Source: an optimization exercise on an open RTL-to-GDS flow (aim: small area, a short achievable clock period and few clock cycles). Production flows keep margins and buffers that such runs may drop. Function was checked by simulation only, so behaviour that the tests miss may differ from the original.

==> flow/design.v <==
module pcnext (
    input      [12:2]  pc_lo,      
    input      [31:13] hi,         
    input      [31:13] hi_inc,     
    input      [31:13] hi_dec,     
    input      [31:0]  instr,      
    input              kill,       
    input      [31:2]  pc_other,   
    output     [31:2]  tgt,        
    output     [31:2]  pc_next
);
    wire s   = instr[31];
    wire jal = instr[6:2] == 5'b11011 && instr[19:12] == {8{s}};
    wire bbr = instr[6:2] == 5'b11000 && (instr[19:15] == instr[24:20] ? ~(instr[12] ^ instr[14]) : (s | instr[12]));
    wire [12:2] off = instr[3] ? {instr[12], instr[20], instr[30:22]}
                               : {s, instr[7], instr[30:25], instr[11:9]};
    wire [11:0] lo  = {1'b0, pc_lo} + {1'b0, off};
    wire        c   = lo[11];
    wire [31:13] up = s ? (c ? hi : hi_dec) : (c ? hi_inc : hi);
    assign tgt     = {up, lo[10:0]};
    assign pc_next = ((jal | bbr) & ~kill) ? tgt : pc_other;
endmodule
module riscv(
    input            clk,
    input            rst_n,
    input    [31:0]  Instr,
    input    [31:0]  ReadData,
    output   [31:0]  PC,
    output           MemWriteEn,
    output   [31:0]  MemDataAdr,
    output   [31:0]  WriteData
);
    reg  [31:2] pc_f;
    reg         d_valid;
    reg  [31:0] d_instr;
    reg  [31:2] d_pc;
    reg         e_valid, e_kill, e_wen, e_br, e_jalr, e_load, e_store;
    reg         e_alu, e_xsel, e_sub, e_sra, e_pred, e_fa, e_fb, e_fsd;
    reg  [2:0]  e_f3;
    reg  [4:0]  e_rd;
    reg  [31:0] e_a, e_b, e_sd;
    reg  [31:2] e_x;         
    reg         m_wen, m_load, m_store;
    reg  [4:0]  m_rd;
    reg  [31:0] m_res, m_adr, m_sd;
    wire [31:0] wb_data = m_load ? ReadData : m_res;
    assign MemDataAdr = m_adr;
    assign WriteData  = m_sd;
    assign MemWriteEn = m_store;
    assign PC         = {pc_f, 2'b00};
    wire ev    = e_valid & ~e_kill;
    wire e_wr  = e_wen   & ~e_kill;
    wire [31:0] i   = d_instr;
    wire [4:0]  op  = i[6:2];
    wire [2:0]  f3  = i[14:12];
    wire [4:0]  rd  = i[11:7];
    wire [4:0]  rs1 = i[19:15];
    wire [4:0]  rs2 = i[24:20];
    wire is_lui   = op == 5'b01101;
    wire is_auipc = op == 5'b00101;
    wire is_jal   = op == 5'b11011;
    wire is_jalr  = op == 5'b11001;
    wire is_br    = op == 5'b11000;
    wire is_load  = op == 5'b00000;
    wire is_store = op == 5'b01000;
    wire is_alui  = op == 5'b00100;
    wire is_alur  = op == 5'b01100;
    wire use_rs1  = is_jalr | is_br | is_load | is_store | is_alui | is_alur;
    wire use_rs2  = is_br | is_store | is_alur;
    wire wr_rd    = (is_lui | is_auipc | is_jal | is_jalr | is_load | is_alui | is_alur) && rd != 5'd0;
    wire [31:0] imm_i = {{20{i[31]}}, i[31:20]};
    wire [31:0] imm_s = {{20{i[31]}}, i[31:25], i[11:7]};
    wire [31:2] imm_b = {{20{i[31]}}, i[7], i[30:25], i[11:9]};
    wire [31:2] imm_j = {{12{i[31]}}, i[19:12], i[20], i[30:22]};
    wire jalr_fast = is_jalr & e_wr & e_xsel & (rs1 == e_rd);
    wire        jal_long = is_jal && i[19:12] != {8{i[31]}};
    wire [31:2] jalr_tgt = (jalr_fast ? e_x : d_pc) +
                           (is_jal ? imm_j : is_br ? imm_b : is_auipc ? {i[31:12], 10'd0} : imm_i[31:2]);
    wire [31:2] d_pc4    = d_pc + 30'd1;
    wire        d_pred = is_br & (rs1 == rs2 ? ~(i[12] ^ i[14]) : (i[31] | i[12]));
    wire        d_sub  = is_alur & f3 == 3'b000 & i[30];
    reg  [31:0] rf [1:31];
    reg  [31:1] rf_v;
    reg  [31:0] rf1, rf2;
    integer n;
    always @(posedge clk)
        if (m_wen) rf[m_rd] <= wb_data;
    always @(posedge clk or negedge rst_n)
        if (!rst_n) rf_v <= 31'd0;
        else if (m_wen) rf_v[m_rd] <= 1'b1;
    always @(*) begin
        rf1 = 32'd0;
        rf2 = 32'd0;
        for (n = 1; n < 32; n = n + 1) begin
            rf1 = rf1 | ({32{rs1 == n && rf_v[n]}} & rf[n]);
            rf2 = rf2 | ({32{rs2 == n && rf_v[n]}} & rf[n]);
        end
    end
    wire [31:0] rs1v = (m_wen && m_rd == rs1) ? wb_data : rf1;
    wire [31:0] rs2v = (m_wen && m_rd == rs2) ? wb_data : rf2;
    wire stall = d_valid & e_load & e_wr &
                 ((use_rs1 && rs1 == e_rd) || (use_rs2 && rs2 == e_rd));
    wire [31:0] A  = e_fa  ? m_res : e_a;
    wire [31:0] B  = e_fb  ? m_res : e_b;
    wire [31:0] SD = e_fsd ? m_res : e_sd;
    wire [33:0] sum2 = {1'b0, A, e_sub} + {1'b0, B ^ {32{e_sub}}, e_sub};    
    wire [31:0] sum  = sum2[32:1];
    wire [31:0] x   = A ^ B;
    wire        eq  = A == B;
    wire        ltu = A < B;
    wire        lt  = $signed(A) < $signed(B);
    wire        shl = ~e_f3[2];
    reg  [31:0] sh_in_r, sh_out_r;
    integer k;
    always @(*) for (k = 0; k < 32; k = k + 1) sh_in_r[k] = A[31-k];
    wire [31:0] sh_in  = shl ? sh_in_r : A;
    wire [31:0] sh_out = $signed({e_sra & A[31], sh_in}) >>> B[4:0];
    always @(*) for (k = 0; k < 32; k = k + 1) sh_out_r[k] = sh_out[31-k];
    wire [31:0] shres = shl ? sh_out_r : sh_out;
    reg  [31:0] alu;
    always @(*) begin
        case (e_f3)
            3'b000:  alu = sum;
            3'b010:  alu = {31'd0, lt};
            3'b011:  alu = {31'd0, ltu};
            3'b100:  alu = x;
            3'b110:  alu = A | B;
            3'b111:  alu = A & B;
            default: alu = shres;
        endcase
    end
    wire [31:0] e_res = e_xsel ? {e_x, 2'b00} : e_alu ? alu : sum;
    wire taken = e_f3[2] ? ((e_f3[1] ? ltu : lt) ^ e_f3[0]) : (eq ^ e_f3[0]);
    wire e_redirect = ev & (e_jalr | (e_br & (taken != e_pred)));
    wire [31:2] e_tgt = e_jalr ? sum[31:2] : e_x;
    wire d_redirect = d_valid & ~stall & (jalr_fast | jal_long);
    wire [31:2] f_pc4 = pc_f + 30'd1;
    wire [31:2] pc_other = stall ? d_pc : d_redirect ? jalr_tgt : f_pc4;
    wire [31:2] f_tgt, pc_fd;
    wire [31:13] hi_inc = pc_f[31:13] + 19'd1;
    wire [31:13] hi_dec = pc_f[31:13] - 19'd1;
    pcnext u_pcn (
        .pc_lo (pc_f[12:2]), .hi (pc_f[31:13]), .hi_inc (hi_inc), .hi_dec (hi_dec),
        .instr (Instr), .kill (stall | d_redirect),
        .pc_other (pc_other), .tgt (f_tgt), .pc_next (pc_fd)
    );
    wire [31:2] pc_next = e_redirect ? e_tgt : pc_fd;
    always @(posedge clk or negedge rst_n) begin
        if (!rst_n) begin
            pc_f    <= 30'd0;
            d_valid <= 1'b0;
        end else begin
            pc_f    <= pc_next;
            d_valid <= ~(e_redirect | stall | d_redirect);
        end
    end
    always @(posedge clk) begin
        d_instr <= Instr;
        d_pc    <= pc_f;
    end
    wire d_go = d_valid & ~stall;
    always @(posedge clk or negedge rst_n) begin
        if (!rst_n) begin
            e_valid <= 1'b0; e_kill <= 1'b0; e_wen <= 1'b0; e_br <= 1'b0; e_jalr <= 1'b0;
            e_load  <= 1'b0; e_store <= 1'b0;
        end else begin
            e_valid <= d_go;
            e_kill  <= e_redirect;
            e_wen   <= d_go & wr_rd;
            e_br    <= d_go & is_br;
            e_jalr  <= d_go & is_jalr & ~jalr_fast;
            e_load  <= d_go & is_load;
            e_store <= d_go & is_store;
        end
    end
    always @(posedge clk) begin
        e_alu  <= is_alui | is_alur;
        e_xsel <= is_lui | is_auipc | is_jal | is_jalr;
        e_sub  <= d_sub;
        e_sra  <= i[30];
        e_pred <= d_pred;
        e_f3   <= f3;
        e_rd   <= rd;
        e_a    <= rs1v;
        e_b    <= (is_alur | is_br) ? rs2v : is_store ? imm_s : imm_i;
        e_sd   <= rs2v;
        e_x    <= is_lui ? {i[31:12], 10'd0} : (is_auipc | (is_br & ~d_pred)) ? jalr_tgt : d_pc4;
        e_fa   <= e_wr && use_rs1 && rs1 == e_rd;
        e_fb   <= e_wr && (is_alur | is_br) && rs2 == e_rd;
        e_fsd  <= e_wr && is_store && rs2 == e_rd;
    end
    always @(posedge clk or negedge rst_n) begin
        if (!rst_n) begin
            m_wen   <= 1'b0;
            m_store <= 1'b0;
        end else begin
            m_wen   <= e_wr;
            m_store <= e_store & ~e_kill;
        end
    end
    always @(posedge clk) begin
        m_load <= e_load;
        m_rd   <= e_rd;
        m_res  <= e_res;
        m_adr  <= sum;
        m_sd   <= SD;
    end
endmodule
Settings: LEC_CHECK=0, CAP_MARGIN=20, CORE_MARGIN=2, CORE_UTILIZATION=50, CTS_BUF_LIST=sky130_fd_sc_hd__clkbuf_8, SLEW_MARGIN=20, SYNTH_HIERARCHICAL=1; clock period 16.0 ns.
standard.sh (not shown) runs the stock make flow with config.mk's settings and CLKGATE_MAP_FILE= SYNTH_SCRIPT=/design/flow/synth_recipe.tcl, a recipe that flattens the netlist after the stock synthesis.
==> flow/flow/run.sh <==
#!/bin/bash
set -euo pipefail
MARGIN=$(cat flow/margin.txt)
TNS=$(cat flow/tns.txt)
bash standard.sh SETUP_SLACK_MARGIN=$MARGIN TNS_END_PERCENT=$TNS \
  "BUFFER_PORTS_ARGS=-buffer_cell sky130_fd_sc_hd__buf_4" finish > make_finish.log 2>&1
==> flow/flow/margin.txt <==
11.3
==> flow/flow/tns.txt <==
100
Testbench counts at the start, summed over its fixed seeds: cycles 83,013.
Change:
--- a/flow/design.v
+++ b/flow/design.v
@@ -11,14 +11,13 @@
 );
     wire s   = instr[31];
     wire jal = instr[6:2] == 5'b11011 && instr[19:12] == {8{s}};
     wire bbr = instr[6:2] == 5'b11000 && (instr[19:15] == instr[24:20] ? ~(instr[12] ^ instr[14]) : (s | instr[12]));
-    wire [12:2] off = instr[3] ? {instr[12], instr[20], instr[30:22]}
-                               : {s, instr[7], instr[30:25], instr[11:9]};
-    wire [11:0] lo  = {1'b0, pc_lo} + {1'b0, off};
-    wire        c   = lo[11];
-    wire [31:13] up = s ? (c ? hi : hi_dec) : (c ? hi_inc : hi);
-    assign tgt     = {up, lo[10:0]};
+    wire [11:0] lo_j = {1'b0, pc_lo} + {1'b0, instr[12], instr[20], instr[30:22]};
+    wire [11:0] lo_b = {1'b0, pc_lo} + {1'b0, s, instr[7], instr[30:25], instr[11:9]};
+    wire [31:13] up_j = s ? (lo_j[11] ? hi : hi_dec) : (lo_j[11] ? hi_inc : hi);
+    wire [31:13] up_b = s ? (lo_b[11] ? hi : hi_dec) : (lo_b[11] ? hi_inc : hi);
+    assign tgt     = instr[3] ? {up_j, lo_j[10:0]} : {up_b, lo_b[10:0]};
     assign pc_next = ((jal | bbr) & ~kill) ? tgt : pc_other;
 endmodule
 module riscv(
     input            clk,
What happened: Wire length went up by a few percent; first-iteration DRC count went down slightly; synthesized area went up slightly; final area is about the same; count of clock-buffer cells in the layout went down by 4; final cell count hardly moves; sequential cell count does not change; fmax went up by a few percent.
Testbench counts after the change, summed over its fixed seeds: cycles 83,013.

## separate check: timing with driven ports
How much do the figures lean on ideal ports? The routed layouts below were timed once more, with nothing changed but the port constraints. Step 1 sets driving cells, clkbuf_16 on the clock port and buf_2 on the other inputs (assumed; they add their load-dependent delay and slew). Step 2 also shifts input and output timing later by t, the mid clock arrival at the registers, as if the neighbouring blocks saw the same clock. a / b / c = ideal ports / drivers / drivers and shift; a / b = the first two.
run | t, ns | setup slack, ns | worst setup path after step 2 | latest minus earliest clock arrival (ns) | cell pins on the clock port's net
the first run | 1.048 | 11.069 / 11.074 / 10.026 | input to register | 0.081 / 0.082 | 1
the second run | 1.066 | 11.172 / 11.097 / 10.244 | input to register | 0.076 / 0.076 | 1
After both steps every run listed still meets setup and hold. The setup slack of the first run, which loses most, moves by +0.005 ns with the drivers and by -1.043 ns with both steps.
